What follows belongs to an exercise in optimizing a design on an open flow for a short achievable clock period and few clock cycles; a production flow would make more cautious choices.
The RTL was checked by simulation tests, not by an equivalence proof against the original design.
Power is estimated from default activity; no workload was simulated.

$ cat design.v
module alu (
  input [32-1:0] a, b,
  input sub, sra,
  input s_add, s_slt, s_sltu, s_xor, s_or, s_and, s_sll, s_sr,
  output [32-1:0] y,
  output eq, lt, ltu);
  wire [4:0] shamt = b[4:0];
  wire [32:0] sum = {1'b0, a} + {1'b0, sub ? ~b : b} + {32'b0, sub};
  assign eq  = (a == b);
  assign ltu = ~sum[32];
  assign lt  = (a[31] ^ b[31]) ? a[31] : sum[31];
  wire [31:0] shl = a << shamt;
  wire [31:0] shr = $signed({sra & a[31], a}) >>> shamt;
  assign y = ({32{s_add}}  & sum[31:0])
           | ({32{s_slt}}  & {31'b0, lt})
           | ({32{s_sltu}} & {31'b0, ltu})
           | ({32{s_xor}}  & (a ^ b))
           | ({32{s_or}}   & (a | b))
           | ({32{s_and}}  & (a & b))
           | ({32{s_sll}}  & shl)
           | ({32{s_sr}}   & shr);
endmodule
module rfile (
 input clk,
 input [5-1:0] a1, a2, a3,
 output [32-1:0] rd1, rd2,
 input [32-1:0] wd3,
 input we3);
	reg [32-1:0] rf[1:32-1];
	assign rd1 = (a1 == 0) ? 0 : rf[a1];
	assign rd2 = (a2 == 0) ? 0 : rf[a2];
	always @(posedge clk)
		if (we3 && a3 != 0) rf[a3] <= wd3;
endmodule
module rv32i (
    input clk,
    rst_n,
    input [32-1:0] instr,
    input [32-1:0] readdata,
    output reg [32-1:0] pc,
    output [32-1:0] adrdata,
    output [32-1:0] writedata,
    output we,
    output ecall
);
  wire stallD;           
  wire misE;             
  wire redirD;           
  wire [31:0] redirD_pc;
  reg  [31:0] redirE_pc;
  wire [31:0] pcp4F = pc + 32'd4;
  reg  [31:0] btb_v;
  reg  [26:0] btb_tag [0:31];
  reg  [31:0] btb_tgt [0:31];
  reg  [1:0]  btb_cnt [0:31];
  wire [4:0]  fidx = pc[6:2];
  wire [26:0] ftag = {pc[31:7], pc[1:0]};
  wire hitF  = btb_v[fidx] & (btb_tag[fidx] == ftag);
  wire predF = hitF & btb_cnt[fidx][1];
  wire [31:0] tgtF = btb_tgt[fidx];
  always @(posedge clk or negedge rst_n) begin
    if (!rst_n) pc <= 0;
    else if (misE) pc <= redirE_pc;
    else if (redirD) pc <= redirD_pc;
    else if (stallD) pc <= pc;
    else if (predF) pc <= tgtF;
    else pc <= pcp4F;
  end
  reg [31:0] instrD, pcD, pcp4D;
  reg validD, hitD, predFD;
  always @(posedge clk or negedge rst_n) begin
    if (!rst_n) validD <= 1'b0;
    else if (misE | redirD) validD <= 1'b0;
    else if (!stallD) validD <= 1'b1;
  end
  always @(posedge clk) begin
    if (!stallD) begin
      instrD <= instr;
      pcD <= pc;
      pcp4D <= pcp4F;
      hitD <= hitF;
      predFD <= predF;
    end
  end
  wire [6:0] opD  = instrD[6:0];
  wire [4:0] rdD  = instrD[11:7];
  wire [2:0] f3D  = instrD[14:12];
  wire [4:0] rs1D = instrD[19:15];
  wire [4:0] rs2D = instrD[24:20];
  wire       f7bD = instrD[30];
  wire isR   = (opD == 7'b0110011);
  wire isI   = (opD == 7'b0010011);
  wire isLd  = (opD == 7'b0000011) & (f3D == 3'b010);
  wire isSt  = (opD == 7'b0100011) & (f3D == 3'b010);
  wire isBr  = (opD == 7'b1100011);
  wire isLui = (opD == 7'b0110111);
  wire isEc  = (opD == 7'b1110011) & (f3D == 3'b000);
  wire [31:0] immI = {{20{instrD[31]}}, instrD[31:20]};
  wire [31:0] immS = {{20{instrD[31]}}, instrD[31:25], instrD[11:7]};
  wire [31:0] immU = {instrD[31:12], 12'b0};
  wire [31:0] immB = {{19{instrD[31]}}, instrD[31], instrD[7], instrD[30:25], instrD[11:8], 1'b0};
  wire [31:0] immD = isSt ? immS : isLui ? immU : immI;
  wire rweD   = (isR | isI | isLd | isLui) & (rdD != 0);
  wire useRs1 = isR | isI | isLd | isSt | isBr;
  wire useRs2 = isR | isSt | isBr;
  wire subD    = (isR & f7bD & (f3D == 3'b000)) | ((isR | isI) & (f3D == 3'b010 || f3D == 3'b011)) | isBr;
  wire s_addD  = ((isR | isI) & (f3D == 3'b000)) | isLd | isSt;
  wire s_sltD  = (isR | isI) & (f3D == 3'b010);
  wire s_sltuD = (isR | isI) & (f3D == 3'b011);
  wire s_xorD  = (isR | isI) & (f3D == 3'b100);
  wire s_orD   = (isR | isI) & (f3D == 3'b110);
  wire s_andD  = (isR | isI) & (f3D == 3'b111);
  wire s_sllD  = (isR | isI) & (f3D == 3'b001);
  wire s_srD   = (isR | isI) & (f3D == 3'b101);
  wire sraD    = isR & f7bD;
  wire useImmD = isI | isLd | isSt | isLui;
  wire [31:0] tgtD = pcp4D + immB;
  wire k0D = (immB == 32'd0);    
  wire statTakenD = instrD[31];   
  wire predD = hitD ? predFD : statTakenD;
  wire redirBrD  = validD & isBr & !hitD & statTakenD;
  wire redirBadD = validD & predFD & !isBr;
  assign redirD = !stallD & (redirBrD | redirBadD);
  assign redirD_pc = redirBadD ? pcp4D : tgtD;
  reg [31:0] resultM, wdM;
  reg [4:0]  rdM;
  reg rweM, lwM, weM;
  wire [31:0] wdataM = lwM ? readdata : resultM;
  wire [31:0] rf1, rf2;
  rfile rfile_1 (
      .clk(clk),
      .a1(rs1D), .rd1(rf1),
      .a2(rs2D), .rd2(rf2),
      .a3(rdM), .wd3(wdataM), .we3(rweM)
  );
  wire [31:0] opAD = (rweM & (rdM == rs1D)) ? wdataM : rf1;
  wire [31:0] opBD = (rweM & (rdM == rs2D)) ? wdataM : rf2;
  reg validE, rweE, lwE;
  reg [4:0] rdE;
  wire rweEv = validE & rweE;
  assign stallD = validD & validE & lwE & rweE &
                  ((useRs1 & (rs1D == rdE)) | (useRs2 & (rs2D == rdE)));
  reg [31:0] opAE, opBE, immE, pcp4E, tgtE, pcE;
  reg fwdAE, fwdBE, useImmE, subE, sraE, luiE;
  reg s_addE, s_sltE, s_sltuE, s_xorE, s_orE, s_andE, s_sllE, s_srE;
  reg stE, brE, predE, k0E;
  reg [2:0] f3E;
  wire advD = !misE & !stallD & validD;
  always @(posedge clk or negedge rst_n) begin
    if (!rst_n) begin
      validE <= 1'b0;
      rweE <= 1'b0;
      lwE <= 1'b0;
      stE <= 1'b0;
      brE <= 1'b0;
    end else begin
      validE <= advD;
      rweE <= advD & rweD;
      lwE <= advD & isLd;
      stE <= advD & isSt;
      brE <= advD & isBr;
    end
  end
  always @(posedge clk) begin
    if (!stallD) begin
      rdE <= rdD;
      opAE <= opAD;
      opBE <= opBD;
      immE <= immD;
      fwdAE <= rweEv & (rdE == rs1D);
      fwdBE <= rweEv & (rdE == rs2D);
      useImmE <= useImmD;
      subE <= subD;
      sraE <= sraD;
      luiE <= isLui;
      s_addE <= s_addD;
      s_sltE <= s_sltD;
      s_sltuE <= s_sltuD;
      s_xorE <= s_xorD;
      s_orE <= s_orD;
      s_andE <= s_andD;
      s_sllE <= s_sllD;
      s_srE <= s_srD;
      f3E <= f3D;
      predE <= predD;
      k0E <= k0D;
      pcp4E <= pcp4D;
      tgtE <= tgtD;
      pcE <= pcD;
      redirE_pc <= predD ? pcp4D : tgtD;
    end
  end
  wire [31:0] srcA = fwdAE ? resultM : opAE;
  wire [31:0] srcBr = fwdBE ? resultM : opBE;
  wire [31:0] srcB = useImmE ? immE : srcBr;
  wire [31:0] aluY;
  wire eqE, ltE, ltuE;
  alu alu_1 (
      .a(srcA), .b(srcB),
      .sub(subE), .sra(sraE),
      .s_add(s_addE), .s_slt(s_sltE), .s_sltu(s_sltuE), .s_xor(s_xorE),
      .s_or(s_orE), .s_and(s_andE), .s_sll(s_sllE), .s_sr(s_srE),
      .y(aluY), .eq(eqE), .lt(ltE), .ltu(ltuE)
  );
  wire [31:0] resE = aluY | ({32{luiE}} & immE);
  reg takenE;
  always @(*) begin
    case (f3E)
      3'b000: takenE = eqE;
      3'b001: takenE = !eqE;
      3'b100: takenE = ltE;
      3'b101: takenE = !ltE;
      3'b110: takenE = ltuE;
      3'b111: takenE = !ltuE;
      default: takenE = 1'b0;
    endcase
  end
  assign misE = brE & !k0E & (takenE != predE);
  reg updV, updT;
  reg [31:0] updPc, updTgt;
  always @(posedge clk or negedge rst_n) begin
    if (!rst_n) updV <= 1'b0;
    else updV <= brE & !k0E;
  end
  always @(posedge clk) begin
    updT <= takenE;
    updPc <= pcE;
    updTgt <= tgtE;
  end
  wire [4:0]  uidx = updPc[6:2];
  wire [26:0] utag = {updPc[31:7], updPc[1:0]};
  wire uhit = btb_v[uidx] & (btb_tag[uidx] == utag);
  wire [1:0] ucnt = btb_cnt[uidx];
  always @(posedge clk or negedge rst_n) begin
    if (!rst_n) btb_v <= 32'b0;
    else if (updV & updT & !uhit) btb_v[uidx] <= 1'b1;
  end
  always @(posedge clk) begin
    if (updV) begin
      if (updT) begin
        if (uhit) begin
          if (ucnt != 2'b11) btb_cnt[uidx] <= ucnt + 2'b01;
        end else begin
          btb_tag[uidx] <= utag;
          btb_tgt[uidx] <= updTgt;
          btb_cnt[uidx] <= 2'b10;
        end
      end else if (uhit) begin
        if (ucnt != 2'b00) btb_cnt[uidx] <= ucnt - 2'b01;
      end
    end
  end
  reg ecallR;
  always @(posedge clk or negedge rst_n) begin
    if (!rst_n) begin
      rweM <= 1'b0;
      lwM <= 1'b0;
      weM <= 1'b0;
      ecallR <= 1'b0;
    end else begin
      rweM <= rweEv;
      lwM <= validE & lwE;
      weM <= validE & stE;
      ecallR <= advD & isEc;
    end
  end
  always @(posedge clk) begin
    resultM <= resE;
    wdM <= srcBr;
    rdM <= rdE;
  end
  assign adrdata = resultM;
  assign writedata = wdM;
  assign we = weM;
  assign ecall = ecallR;
endmodule
$ cat run.sh
#!/bin/bash
# synth_recipe.tcl (not shown) runs the flow's synth.tcl, then flattens the netlist and writes it again
# the make line also repeats each setting of config.mk as NAME=value (left out here)
make -C /OpenROAD-flow-scripts/flow DESIGN_CONFIG=/design/flow/config.mk WORK_HOME=/design/flow/orfs CLKGATE_MAP_FILE= SYNTH_SCRIPT=/design/flow/synth_recipe.tcl finish
$ cat config.mk
export PLATFORM = sky130hd
export DESIGN_NAME = rv32i
export DESIGN_NICKNAME = rv32i
export VERILOG_FILES = /design/flow/design.v
export SDC_FILE = /design/flow/constraint.sdc
export NUM_CORES = 4
export LEC_CHECK = 0
export CAP_MARGIN = 40
export CORE_MARGIN = 2
export CORE_UTILIZATION = 40
export SLEW_MARGIN = 40
$ cat constraint.sdc
create_clock -name core_clock -period 11.5 [get_ports {clk}]
set_input_delay 2.3000 -clock core_clock [delete_from_list [all_inputs] [get_ports {clk}]]
set_output_delay 2.3000 -clock core_clock [all_outputs]
set_load 0.01 [all_outputs]
==> results of run 1 <==
-- through the flow --
stage / std cells / utilization (%) / setup slack, ns
4_1_cts: 14300 / 45.9 / 4.55
6_report: 14300 / 45.9 / 4.75
3_5_place_dp: 13600 / 42.7 / 4.60
2_1_floorplan: 8559 / - / 0.822
3_3_place_gp: 13600 / 42.4 / 3.92
5_1_grt: 14300 / 45.9 / 4.51
-- placed cells by master, fill, tap and decap left out, types with 66 or more instances in the layout --
cell and count:
clkbuf_16 371, mux2_2 88, mux4_2 1295, nand2_1 428, mux2i_1 365, inv_1 121, dfrtp_1 66, dfxtp_1 105
xnor2_1 122, clkbuf_1 78, edfxtp_1 3222, ha_1 135, clkdlybuf4s50_1 162, xor2_1 76, a211oi_1 81, o21ai_0 161
a21oi_1 204, clkinv_2 75, a22oi_1 188, buf_4 192, nand3_1 93, o22ai_1 115, nor2_1 260
-- final cells by class --
cell class	instances	share of cell area, %
inverters	162	0.354
diodes	20	0.0282
repair buffers	458	2.69
clock inverters	205	1.37
clock buffers	474	5.60
flip-flops and latches	3440	57.3
well taps	5175	3.65
multi-input cells	4388	29.0
-- flip-flops by register name (all words and copies together) (netlist names), 30 cells and up, named ones only --
| signal | flops |
|---|---|
| btb_v | 32 |
| redirE_pc | 32 |
| instrD | 32 |
| resultM | 32 |
| wdM | 32 |
| btb_cnt | 64 |
| pc | 32 |
| btb_tgt | 992 |
| opAE | 32 |
| pcE | 31 |
| btb_tag | 864 |
| pcp4D | 30 |
| immE | 32 |
| updTgt | 32 |
| updPc | 31 |
| opBE | 32 |
| tgtE | 31 |
| rfile_1.rf | 992 |
| pcD | 32 |
-- routing by layer --
layer	vias up	wire (µm)
met1	48300	202000
met3	904	50500
li1	36000	-
met5	-	34
met4	4	22600
met2	5159	226000
-- worst register-to-register path: stages, from the launching register on --
cell      delay [ns]
dfxtp_4         0.85
buf_4           0.83
mux4_2          0.45
a22oi_1         0.22
nand4_1         0.26
xor2_1          0.24
nor4_1          0.67
nand4_1         0.54
o211ai_1        0.37
clkinv_1        0.36
nand2_2         0.62
nor2_4          0.10
buf_4           0.32
buf_4           0.41
-- worst max path at each step --
stage	from	end	slack (ns)
after detailed placement	updPc[2]$_DFF_P_	btb_tgt[18][27]$_DFFE_PP_	4.60
after global placement	updPc[2]$_DFF_P_	btb_tgt[21][22]$_DFFE_PP_	3.92
after CTS	updPc[2]$_DFF_P_	btb_tgt[18][7]$_DFFE_PP_	4.55
final	updPc[3]$_DFF_P_	btb_tgt[18][7]$_DFFE_PP_	4.75
after global routing	updPc[2]$_DFF_P_	btb_tgt[19][7]$_DFFE_PP_	4.51
after floorplan	instrD[3]$_DFFE_PN_	pc[31]$_DFFE_PN0P_	0.82
-- cells by family after synthesis --
kind of cell               share of synthesized area [%]
DFF                                                 65.5
AOI/OAI and AO/OA                                   4.72
adders and majority gates                           1.12
and+or+nand+nor                                     3.47
xor gates and xnor gates                            1.12
muxes                                               22.1
buffers and inverters                               2.00
-- power by group --
group          internal, µW  switching (µW)
clock network          7020            5120
logic                  3500            5940
registers             15000             853
total                 25500           11900
==> impl_results.md, run 1 <==
- Worst Path Arrival: 7.28 ns
- Gpl congestion: 0.927
- Resized cells post-CTS: 0
- CTS tree: done
- Layout cells sized above 1: ~27%
- Initial Util: 40.2%
- Worst VDD drop: about 0.00018 V
- Synth unique cells: 94
- Top Ports: between 150 and 200
- DR pass1 iterations: 8
- Hold Crit Start: tgtE[1]$_DFFE_PN_
- Top cell type's share of synthesized area: 62.4%
- Post-synth EDFFs: 3222
- Final Hold Fails: 0
- Drc violations: 0
- CTS Sinks: 3440
- Synth cell count leaders: edfxtp_1 (3222), mux4_2 (1295), nand2_1 (432)
- Status: no timing/DRC/antenna violations
- Lkg Pwr: 0.0580 µW
- Total Power Consumption: about 37000 µW
- Yosys warning count: 2
- Net Count, Synth: 8762
- Core ar.: 386000 µm²
- Prevailing post-synth register cell: edfxtp_1
- Vias in the first global route: 89.8k
- Reg-to-reg critical path endpoint: btb_tgt[18][7]$_DFFE_PP_
- Post-CTS Setup Inserts: 0
- Gr usage total: 25.2%
- Most frequent cell after synthesis: edfxtp_1
- Setup TNS: 0 ns
- Final min period: between 6 and 7 ns
- Area of the multi-input gates: 51300 µm²
- Worst Hold Path EP: updTgt[1]$_DFF_P_
- CP bufs+invs: 4
- Register area: 102000 µm²
- Routed length per instance: 35.0 µm
- Worst r2r src: updPc[3]$_DFF_P_
- Hold buffers post-CTS: 0
- M2 GR Usage: 38.0%
- Hold Crit Class: reg -> reg
- Period utilization: ~59%
- Hold_ws: 0.286 ns
- CTS root buffer: clkbuf_16
- Post-synthesis sequential area ratio: 65.5%
- WP depth: 13
- Total wire length: about 500 mm
- Largest net degree at the start of global routing: 131
- Source-to-sink clock delay at the later pin of the worst-skew pair: 0.99 ns
- Clock skew: 0.0914 ns
- CTS Buf Count: around 370
- H-tree level count: 5
- Cells along the critical path: buf_4 > mux4_2 > a22oi_1 > nand4_1 > xor2_1 > nor4_1 > nand4_1 > o211ai_1 > clkinv_1 > nand2_2 > nor2_4 > buf_4 > buf_4
- Crit. End Element: flip-flop
- Fill count: 32.6k
- Max-Cap Viols: 0
- Delay-heaviest family, CP: simple AND/OR/NAND/NOR gates
- Pwr Density: 211 nW/µm²
- Vias: roughly 90k
- Post-route ant nets: 0
- Via/cell ratio: 6.31
- Post-DP HPWL: 306 mm
- Relative slew margins: between 30% and 40%
- Worst R2R Path Depth: 13
- CP max stage delay: 0.85 ns
- Async SR Flop Fraction: 2.18%
- Die area: about 390000 µm²
- Mapped Area: roughly 160000 µm²
- Die width: approximately 630 µm
- Pins over their slew limit: 0
- Total congestion overflow: 0
- Worst slew pin tran: 0.939 ns
- Crit path max-delay cell type: dfxtp_4
- Setup slack, reg-to-reg: 4.75 ns
- Hold Crit Depth: 0
- Post-synth top area cell: edfxtp_1
- Most used cell, CP: buf_4
- CP Launch Type: flip-flop
- Fin area: 177000 µm²
- Worst-path fanout max: 53
- Crit Path Category: reg -> reg
- Req. time, crit path: 12.04 ns
- Cell count after synthesis: 8559
- Largest cells by area after synthesis: edfxtp_1 (62%), mux4_2 (19%), mux2i_1 (2.6%)
- Met1 Resource Use GR: 35.9%
- RSZ-0062 raised after global routing: false
- Die Height: 627 µm
- Setup-failing EPs final: 0
- GRT met3 Usage: 5.06%
- Global-route wire length before repair: 702 mm
- Synth Register Bits: 3440
- Syn avg cell area: between 15 and 20 µm²
- 1st-iter DRT viols: approximately 13k
- Global routing's busiest layer: met2
- Fin nets: 9020
- Placed cell area: 165000 µm²
- Initial antenna violation count: 20
- Clock Pin Slew Worst Setup and Hold Paths: 0.06 ns
- Fmax achieved: 148 MHz
- P&R area growth vs syn: 14.3%
- Row count: 228
- Max clock buf depth: 4
- Buffers on Ports: between 150 and 200
Testbench counts, summed over its fixed seeds: cycles 246,132.
==> run 2: changes to the inputs <==
--- a/config.mk
+++ b/config.mk
@@ -7,2 +7,3 @@
 export LEC_CHECK = 0
+export ABC_CLOCK_PERIOD_IN_PS = 3000
 export CAP_MARGIN = 40
@@ -10,2 +11,3 @@
 export CORE_UTILIZATION = 40
+export SETUP_SLACK_MARGIN = 5
 export SLEW_MARGIN = 40
==> run 2 against run 1 <==
Compared with the run above: synthesized area stayed put; critical endpoint is now btb_tgt[21][15]$_DFFE_PP_; via count is 0.45% lower; count of clock-buffer cells in the layout is 13 lower; still clean on timing, DRC and antenna.
==> impl_results.md, run 2 <==
- Status: no timing/DRC/antenna violations
- Max clock buf depth: 4 (unchanged)
- Worst slew pin tran: 0.907 ns (-0.0320 ns)
- Post-synth top area cell: edfxtp_1
- Reg-to-reg critical path endpoint: btb_tgt[21][15]$_DFFE_PP_
- Synth cell count leaders: edfxtp_1 (3222), mux4_2 (1295), nand2_1 (432)
- Net Count, Synth: 8762 (unchanged)
- Setup-failing EPs final: 0 (unchanged)
- Row count: 228 (unchanged)
- Clock Pin Slew Worst Setup and Hold Paths: 0.06 ns (about the same)
- Logic pwr share: 25.4% (+0.2 points)
- Hold Crit Depth: 0 (unchanged)
- Total wire length: 502 mm (+0.12%)
- Post-DP HPWL: 308 mm (+0.38%)
- Global-route wire length before repair: 701 mm (about the same)
- Buffers on Ports: 163 (unchanged)
- Total congestion overflow: 0 (unchanged)
- Worst r2r src: updPc[2]$_DFF_P_
- Post-synthesis sequential area ratio: 65.5% (unchanged)
- Commonest non-fill, non-tap cells in the layout: edfxtp_1 (3222), mux4_2 (1295), nand2_1 (429), clkbuf_16 (378), mux2i_1 (366)
- Die area: 393000 µm² (unchanged)
- Worst Path Arrival: 6.88 ns (-0.40 ns)
- Lkg Pwr: 0.0581 µW (about the same)
- DP Worst Slack: 4.02 ns (-0.579 ns)
- Net Sw Frac: 31.7% (-0.11 points)
- Fmax achieved: 157 MHz (+6.2%)
- Vias: 90.0k (-0.45%)
- Crit path max-delay cell type: dfxtp_4
- CTS root buffer: clkbuf_16
- CTS Buf Count: 363 (-1.1%)
- Launch point of the critical path: updPc[2]$_DFF_P_
- Max-Cap Viols: 0 (unchanged)
- Yosys warning count: 2 (unchanged)
- Post-synth EDFFs: 3222 (unchanged)
- Source-to-sink clock delay at the later pin of the worst-skew pair: 0.98 ns (about the same)
- Fin nets: 9023 (+0.033%)
- Core ar.: 386000 µm² (unchanged)
- Synth unique cells: 94 (unchanged)
- Routed length per instance: 35.1 µm (+0.17%)
- Setup TNS: 0 ns (unchanged)
- DR pass1 iterations: 6 (-2)
- Largest net degree at the start of global routing: 124 (-5.3%)
- Via/cell ratio: 6.29 (-0.41%)
- Largest cells by area after synthesis: edfxtp_1 (62%), mux4_2 (19%), mux2i_1 (2.6%)
- Prevailing post-synth register cell: edfxtp_1
- CP max stage delay: 0.67 ns (-0.18 ns)
- 1st-iter DRT viols: 12.8k (-1.8%)
- Worst R2R Path Depth: 14 (+1)
- P&R area growth vs syn: 14.3% (about the same)
- CP bufs+invs: 5 (+1)
- Die width: 627 µm (unchanged)
- Initial antenna violation count: 19 (-5.0%)
- Drc violations: 0 (unchanged)
- Period utilization: 55.2% (-3.4 points)
- Top cell type's share of synthesized area: 62.4% (unchanged)
- Cells along the critical path: buf_8 > bufbuf_16 > mux4_2 > a22oi_1 > nand4_1 > xor2_1 > nor4_1 > nand3_1 > o211ai_1 > clkinv_1 > nand2_4 > nor2_4 > buf_4 > buf_4
- Req. time, crit path: 12.03 ns (about the same)
- Largest registers: btb_tgt: 992 flops, rfile_1.rf: 992 flops, btb_tag: 864 flops
- Clock skew: 0.107 ns (+0.0159 ns)
- Async SR Flop Fraction: 2.18% (unchanged)
- Worst setup margin: 5.15 ns (+0.393 ns)
- Pins over their slew limit: 0 (unchanged)
- Worst Hold Path EP: updPc[30]$_DFF_P_
- CP Launch Type: flip-flop
- Post-route ant nets: 0 (unchanged)
- Clock Power Share: 32.3% (about the same)
- Seq pwr share: 42.3% (about the same)
- Relative slew margins: 39.0% (+3.4 points)
- Crit. End Element: flip-flop
- Pwr Density: 212 nW/µm² (+0.25%)
- NetSw: 11900 µW (-0.14%)
- CTS Sinks: 3440 (unchanged)
- Worst-path fanout max: 49 (-7.5%)
- Syn avg cell area: 18.1 µm² (unchanged)
- Synth Register Bits: 3440 (unchanged)
- Most frequent cell after synthesis: edfxtp_1
- Cell count after synthesis: 8559 (unchanged)
- RSZ-0062 raised after global routing: false
- WP depth: 14 (+1)
- Final Hold Fails: 0 (unchanged)
- Crit Path Category: reg -> reg
- Commonest non-fill, non-tap cell in the layout: edfxtp_1
- Hold_ws: 0.287 ns (+0.000445 ns)
- H-tree level count: 5 (unchanged)
- Layout cells sized above 1: 27.4% (+0.20 points)
- Top Ports: 164 (unchanged)
- Worst VDD drop: 0.000162 V (-10%)
- Gr usage total: 25.2% (about the same)
- Gpl congestion: 0.932 (+0.49%)
- CTS tree: done
- Hold Crit Class: reg -> reg
- Pint: 25600 µW (+0.38%)
- Final min period: 6.35 ns (-0.393 ns)
- Setup slack, reg-to-reg: 5.15 ns (+0.39 ns)
- Hold buffers post-CTS: 0 (unchanged)
- Most used cell, CP: buf_4
- Mapped Area: 155000 µm² (unchanged)
- Delay-heaviest family, CP: buffers and inverters
- Vias in the first global route: 89.8k (-0.051%)
- Die Height: 627 µm (unchanged)
- Initial Util: 40.2% (unchanged)
- Hold Crit Start: pcE[30]$_DFFE_PN_
==> run 2: cell counts after synthesis <==
Identical to the previous run, type by type.
==> run 2: cell families (layout without fill, tap and decap cells) <==
family / after synthesis / in the layout / synth area share, %
XOR/XNOR: 198 / 198 / 1.12
adder cells (fa/ha/maj): 137 / 137 / 1.12
buffers and inverters: 731 / 1292 / 2.00
AO/OA/AOI/OAI: 1089 / 1089 / 4.72
other: 0 / 20 / 0
flip-flops: 3440 / 3440 / 65.5
AND/OR/NAND/NOR: 1169 / 1169 / 3.47
multiplexers: 1795 / 1795 / 22.1
==> run 2: timing repair <==
| item | 4_1_cts | 5_1_grt |
|---|---|---|
| cloned | 1 | 0 |
| gates resized for setup | 7 | 14 |
| setup endpoints to repair | 1558 | 421 |
| buffers inserted | 1 | 2 |
| pin swaps | 0 | 1 |
==> run 2: stage by stage <==
stage / std cells / instance area (µm²) / power (µW) / util, %
detailed placement: 13600 / 164000 / 25500 / 42.6
CTS: 14300 / 177000 / 37500 / 45.8
global route: 14300 / 177000 / 38600 / 45.9
global placement: 13600 / 164000 / 25300 / 42.4
floorplan: 8559 / 155000 / 21400 / -
finish: 14300 / 177000 / 37500 / 45.9
==> run 2: how the worst max path moves through the flow <==
stage / endpoint / slack, ns
detailed placement: btb_tag[27][23]$_DFFE_PP_ / 4.02
finish: btb_tgt[21][15]$_DFFE_PP_ / 5.15
CTS: btb_tag[27][15]$_DFFE_PP_ / 5.03
floorplan: btb_tag[11][0]$_DFFE_PP_ / 5.71
global route: btb_tag[2][12]$_DFFE_PP_ / 5.00
global placement: btb_tag[31][7]$_DFFE_PP_ / 3.92
==> run 2: cell type report <==
type,instances,area (µm²)
Fill cell,32500,209000
Sequential cell,3440,102000
Tap cell,5175,6470
Antenna cell,20,50.0
Clock inverter,204,2330
Timing Repair Buffer,465,4720
Inverter,162,631
Multi-Input combinational cell,4388,51400
Clock buffer,461,9910
==> run 2: power groups by stage <==
stage               clock network [µW]  registers (µW)  logic, µW
floorplan                            0           15800       5610
global placement                     0           16100       9190
detailed placement                   0           16100       9330
CTS                              12300           15900       9400
global route                     12700           15900       9920
finish                           12100           15900       9530
==> run 2: per-layer routing <==
| layer | vias up | routed length, µm | GRT usage (%) |
|---|---|---|---|
| li1 | 36100 | - | - |
| met1 | 47900 | 195000 | 34.2 |
| met2 | 5177 | 232000 | 39.1 |
| met3 | 907 | 49500 | 5.66 |
| met4 | 2 | 25400 | 11.2 |
| met5 | - | 13 | 0 |
==> run 2: worst register-to-register path, stage by stage, from the launching register on <==
cell       delay [ns]
dfxtp_4          0.67
buf_8            0.39
bufbuf_16        0.60
mux4_2           0.58
a22oi_1          0.14
nand4_1          0.16
xor2_1           0.24
nor4_1           0.61
nand3_1          0.47
o211ai_1         0.39
clkinv_1         0.41
nand2_4          0.42
nor2_4           0.04
buf_4            0.35
buf_4            0.45
==> run 3: changes to the inputs <==
==> flow/run.sh (new file) <==
#!/bin/bash
set -euo pipefail
MARGIN=${REPAIR_MARGIN:-7.5}
bash standard.sh SETUP_SLACK_MARGIN=$MARGIN finish > flow_make.log 2>&1
==> standard.sh (new file) <==
#!/bin/bash
# synth_recipe.tcl (not shown) runs the flow's synth.tcl, then flattens the netlist and writes it again
# the make line also repeats each setting of config.mk as NAME=value (left out here)
make -C /OpenROAD-flow-scripts/flow DESIGN_CONFIG=/design/flow/config.mk WORK_HOME=/design/flow/orfs CLKGATE_MAP_FILE= SYNTH_SCRIPT=/design/flow/synth_recipe.tcl "${@:-finish}"
removed: run.sh
==> run 3 against run 2 <==
Compared with the run above: first-iteration DRC count rose by 33%; synthesized cell count did not move; worst setup slack improved by 1.3 ns; final cell count rose by 6.0%; via count rose by 11%; routed wire length rose by 20%; cell area rose by 10%; hold slack got worse by 0.026 ns; die area did not move; sequential share of layout area fell by 5.4 points; register-to-register slack improved by 1.3 ns; fmax rose by 26%; critical endpoint is now pc[25]$_DFFE_PN0P_; largest power group unchanged; highest routed layer unchanged.
==> impl_results.md, run 3 <==
- Status: no timing/DRC/antenna violations
- Worst-path fanout max: 12 (-76%)
- Buffers on Ports: 163 (unchanged)
- 1st-iter DRT viols: 17.1k (+33%)
- Setup-failing EPs final: 0 (unchanged)
- Crit path max-delay cell type: dfrtp_4
- Hold buffers post-CTS: 0 (unchanged)
- Post-synth EDFFs: 3222 (unchanged)
- Largest cells by area after synthesis: edfxtp_1 (62%), mux4_2 (19%), mux2i_1 (2.6%)
- CTS Buf Count: 367 (+1.1%)
- Worst slew pin tran: 0.887 ns (-0.0194 ns)
- Most frequent cell after synthesis: edfxtp_1
- Post-DP HPWL: 308 mm (+0.25%)
- Global-route wire length before repair: 807 mm (+15%)
- Crit. End Element: flip-flop
- Top cell type's share of synthesized area: 62.4% (unchanged)
- Die area: 393000 µm² (unchanged)
- Cell count after synthesis: 8559 (unchanged)
- Pwr Density: 203 nW/µm² (-4.2%)
- Synth unique cells: 94 (unchanged)
- Pins over their slew limit: 0 (unchanged)
- Die Height: 627 µm (unchanged)
- Fmax achieved: 198 MHz (+26%)
- Hold Crit Class: reg -> reg
- Final min period: 5.05 ns (-1.30 ns)
- Req. time, crit path: 12.38 ns (+0.35 ns)
- RSZ-0062 raised after global routing: true
- Most used cell, CP: buf_4
- Lkg Pwr: 0.0661 µW (+14%)
- Layout cells sized above 1: 36.9% (+9.5 points)
- Core ar.: 386000 µm² (unchanged)
- Total Power Consumption: 39700 µW (+5.9%)
- Gr usage total: 29.8% (+4.6 points)
- Worst setup margin: 6.45 ns (+1.30 ns)
- Top Ports: 164 (unchanged)
- Drc violations: 0 (unchanged)
- Clock skew: 0.165 ns (+0.0579 ns)
- Commonest non-fill, non-tap cell in the layout: edfxtp_1
- Worst VDD drop: 0.000185 V (+14%)
- Fill count: 30.5k (-6.4%)
- Period utilization: 43.9% (-11 points)
- Setup TNS: 0 ns (unchanged)
- Final Hold Fails: 0 (unchanged)
- Total congestion overflow: 0 (unchanged)
- Hold Crit Depth: 0 (unchanged)
- Initial Util: 40.2% (unchanged)
- Initial antenna violation count: 35 (+16)
- Register area: 102000 µm² (+0.15%)
- Post-synthesis sequential area ratio: 65.5% (unchanged)
- DP Worst Slack: 4.84 ns (+0.823 ns)
- Total wire length: 603 mm (+20%)
- Area of the multi-input gates: 53400 µm² (+3.9%)
- Die width: 627 µm (unchanged)
- Vias: 99.8k (+11%)
- Synth cell count leaders: edfxtp_1 (3222), mux4_2 (1295), nand2_1 (432)
- Worst R2R Path Depth: 17 (+3)
- Relative slew margins: 39.1% (+0.16 points)
- P&R area growth vs syn: 26.2%
- Prevailing post-synth register cell: edfxtp_1
- Post-synth top area cell: edfxtp_1
- Vias in the first global route: 96.8k (+7.8%)
- Routed length per instance: 39.7 µm (+13%)
- Cells along the critical path: buf_16 > buf_4 > buf_4 > nor2_1 > buf_4 > nand2_2 > o22ai_1 > nor4_1 > xor2_1 > nor2_4 > o2111ai_4 > nor4_4 > buf_4 > buf_12 > mux2i_4 > a2111oi_4 > o41ai_4
- Net Count, Synth: 8762 (unchanged)
- Commonest non-fill, non-tap cells in the layout: edfxtp_1 (3222), mux4_2 (1295), nand2_1 (415), clkbuf_16 (406), mux2i_1 (343)
- CP Launch Type: flip-flop
- Syn avg cell area: 18.1 µm² (unchanged)
- Worst Path Arrival: 5.93 ns (-0.95 ns)
- CP max stage delay: 0.52 ns (-0.15 ns)
- Async SR Flop Fraction: 2.18% (unchanged)
- CTS root buffer: clkbuf_16
- Row count: 228 (unchanged)
- Largest registers: btb_tgt: 992 flops, rfile_1.rf: 992 flops, btb_tag: 864 flops
- Max clock buf depth: 4 (unchanged)
- Gpl congestion: 0.936 (+0.52%)
- H-tree level count: 5 (unchanged)
- Mapped Area: 155000 µm² (unchanged)
- CTS tree: done
- Fin nets: 9886 (+9.6%)
- Max-Cap Viols: 0 (unchanged)
- Post-route ant nets: 0 (unchanged)
- Yosys warning count: 2 (unchanged)
- Synth Register Bits: 3440 (unchanged)
- CTS Sinks: 3440 (unchanged)
- DR pass1 iterations: 9 (+3)
- Crit Path Category: reg -> reg
- Via/cell ratio: 6.58 (+4.6%)
- Source-to-sink clock delay at the later pin of the worst-skew pair: 1.04 ns (+0.06 ns)
- Largest net degree at the start of global routing: 127 (+2.4%)
- Clock Pin Slew Worst Setup and Hold Paths: 0.06 ns (about the same)
[run 3: worst max-delay path, delay by kind of cell, from the launching register on]
family | cells | cell delay, ns
AOI/OAI and AO/OA | 4 | 0.87
xor gates and xnor gates | 1 | 0.37
buffers and inverters | 6 | 1.23
DFF | 1 | 0.52
muxes | 1 | 0.28
and+or+nand+nor | 5 | 1.60
[run 3: area by class of cell]
type / instances / share of cell area (%)
Antenna cell: 15 / 0.0192
Clock buffer: 465 / 5.06
Clock inverter: 208 / 1.15
Inverter: 162 / 0.352
Multi-Input combinational cell: 4394 / 27.3
Sequential cell: 3440 / 52.0
Tap cell: 5175 / 3.31
Timing Repair Buffer: 1318 / 10.8
[run 3: kinds of logic after synthesis]
group / count (synthesis) / synth area share, %
flops: 3440 / 65.5
mux: 1795 / 22.1
simple gates: 1169 / 3.47
compound gates: 1089 / 4.72
xor+xnor: 198 / 1.12
buf+inv: 731 / 2.00
fa+ha+maj: 137 / 1.12
[run 3: path summary, 6_finish.rpt]
check	to	slack (ns)	startpoint
setup / recovery	pc[25]$_DFFE_PN0P_	6.45	pc[5]$_DFFE_PN0P_
setup reg to reg	pc[25]$_DFFE_PN0P_	6.45	pc[5]$_DFFE_PN0P_
min in group asynchronous	btb_v[1]$_DFFE_PN0P_	1.29	rst_n
hold / removal	updTgt[9]$_DFF_P_	0.26	tgtE[9]$_DFFE_PN_
hold reg to reg	updTgt[9]$_DFF_P_	0.26	tgtE[9]$_DFFE_PN_
max in group asynchronous	pc[28]$_DFFE_PN0P_	9.13	rst_n
[run 3: repair_timing]
item / 4_1_cts / 5_1_grt
setup buffers: 502 / 93
gates resized for setup: 1597 / 224
pin swaps: 125 / 104
endpoints found under the setup margin: 2545 / 2137
gates cloned: 243 / 31
[run 3: power breakdown]
part	internal (µW)	switching (µW)	total, µW
Clock	6940	5180	12100
Combinational	4740	7080	11800
Sequential	15000	774	15800
Total	26700	13000	39700
[run 3: per-layer routing]
metal	part of all wire [%]	vias up	global-route usage, %	wire length [µm]
met2	44	7648	44.1	264000
met3	13	1946	8.27	77700
li1	-	37900	-	-
met1	35	52300	39.0	214000
met4	7.8	36	18.3	46900
met5	0.041	-	0	247
[run 3: per-stage QoR]
stage | std cells | utilization [%] | hold WS, ns | area [µm²]
global placement | 13600 | 42.4 | 0.324 | 163000
CTS | 15000 | 50.1 | 0.245 | 193000
global route | 15200 | 50.7 | 0.273 | 196000
floorplan | 8559 | - | 0.322 | 156000
detailed placement | 13600 | 42.7 | 0.327 | 165000
finish | 15200 | 50.7 | 0.260 | 196000

-- separate check: timing with driven ports --
No port has a modelled driver above. Below, the same layouts with a new extraction and two added sets of constraints. Step 1: set_driving_cell puts a clkbuf_16 on clk and a buf_2 on each other input, an assumption about the parent block. Step 2 times the ports against the registers' clock, not the clock port: input delays grow and output delays shrink by t, the midpoint of the rising clock arrivals with the driver on. a / b / c = ideal ports / drivers / drivers and shift; a / b = the first two.
run | t, ns | slack for setup (ns) | worst data-port slew with drivers (ns) | pins driven straight from the clock port
run 1 | 1.072 | 4.755 / 4.755 / 4.755 | 0.22 | 1
run 2 | 1.042 | 5.148 / 5.148 / 5.148 | 0.15 | 1
run 3 | 1.065 | 6.451 / 6.451 / 6.451 | 0.12 | 1
After both steps every run listed still meets setup and hold.
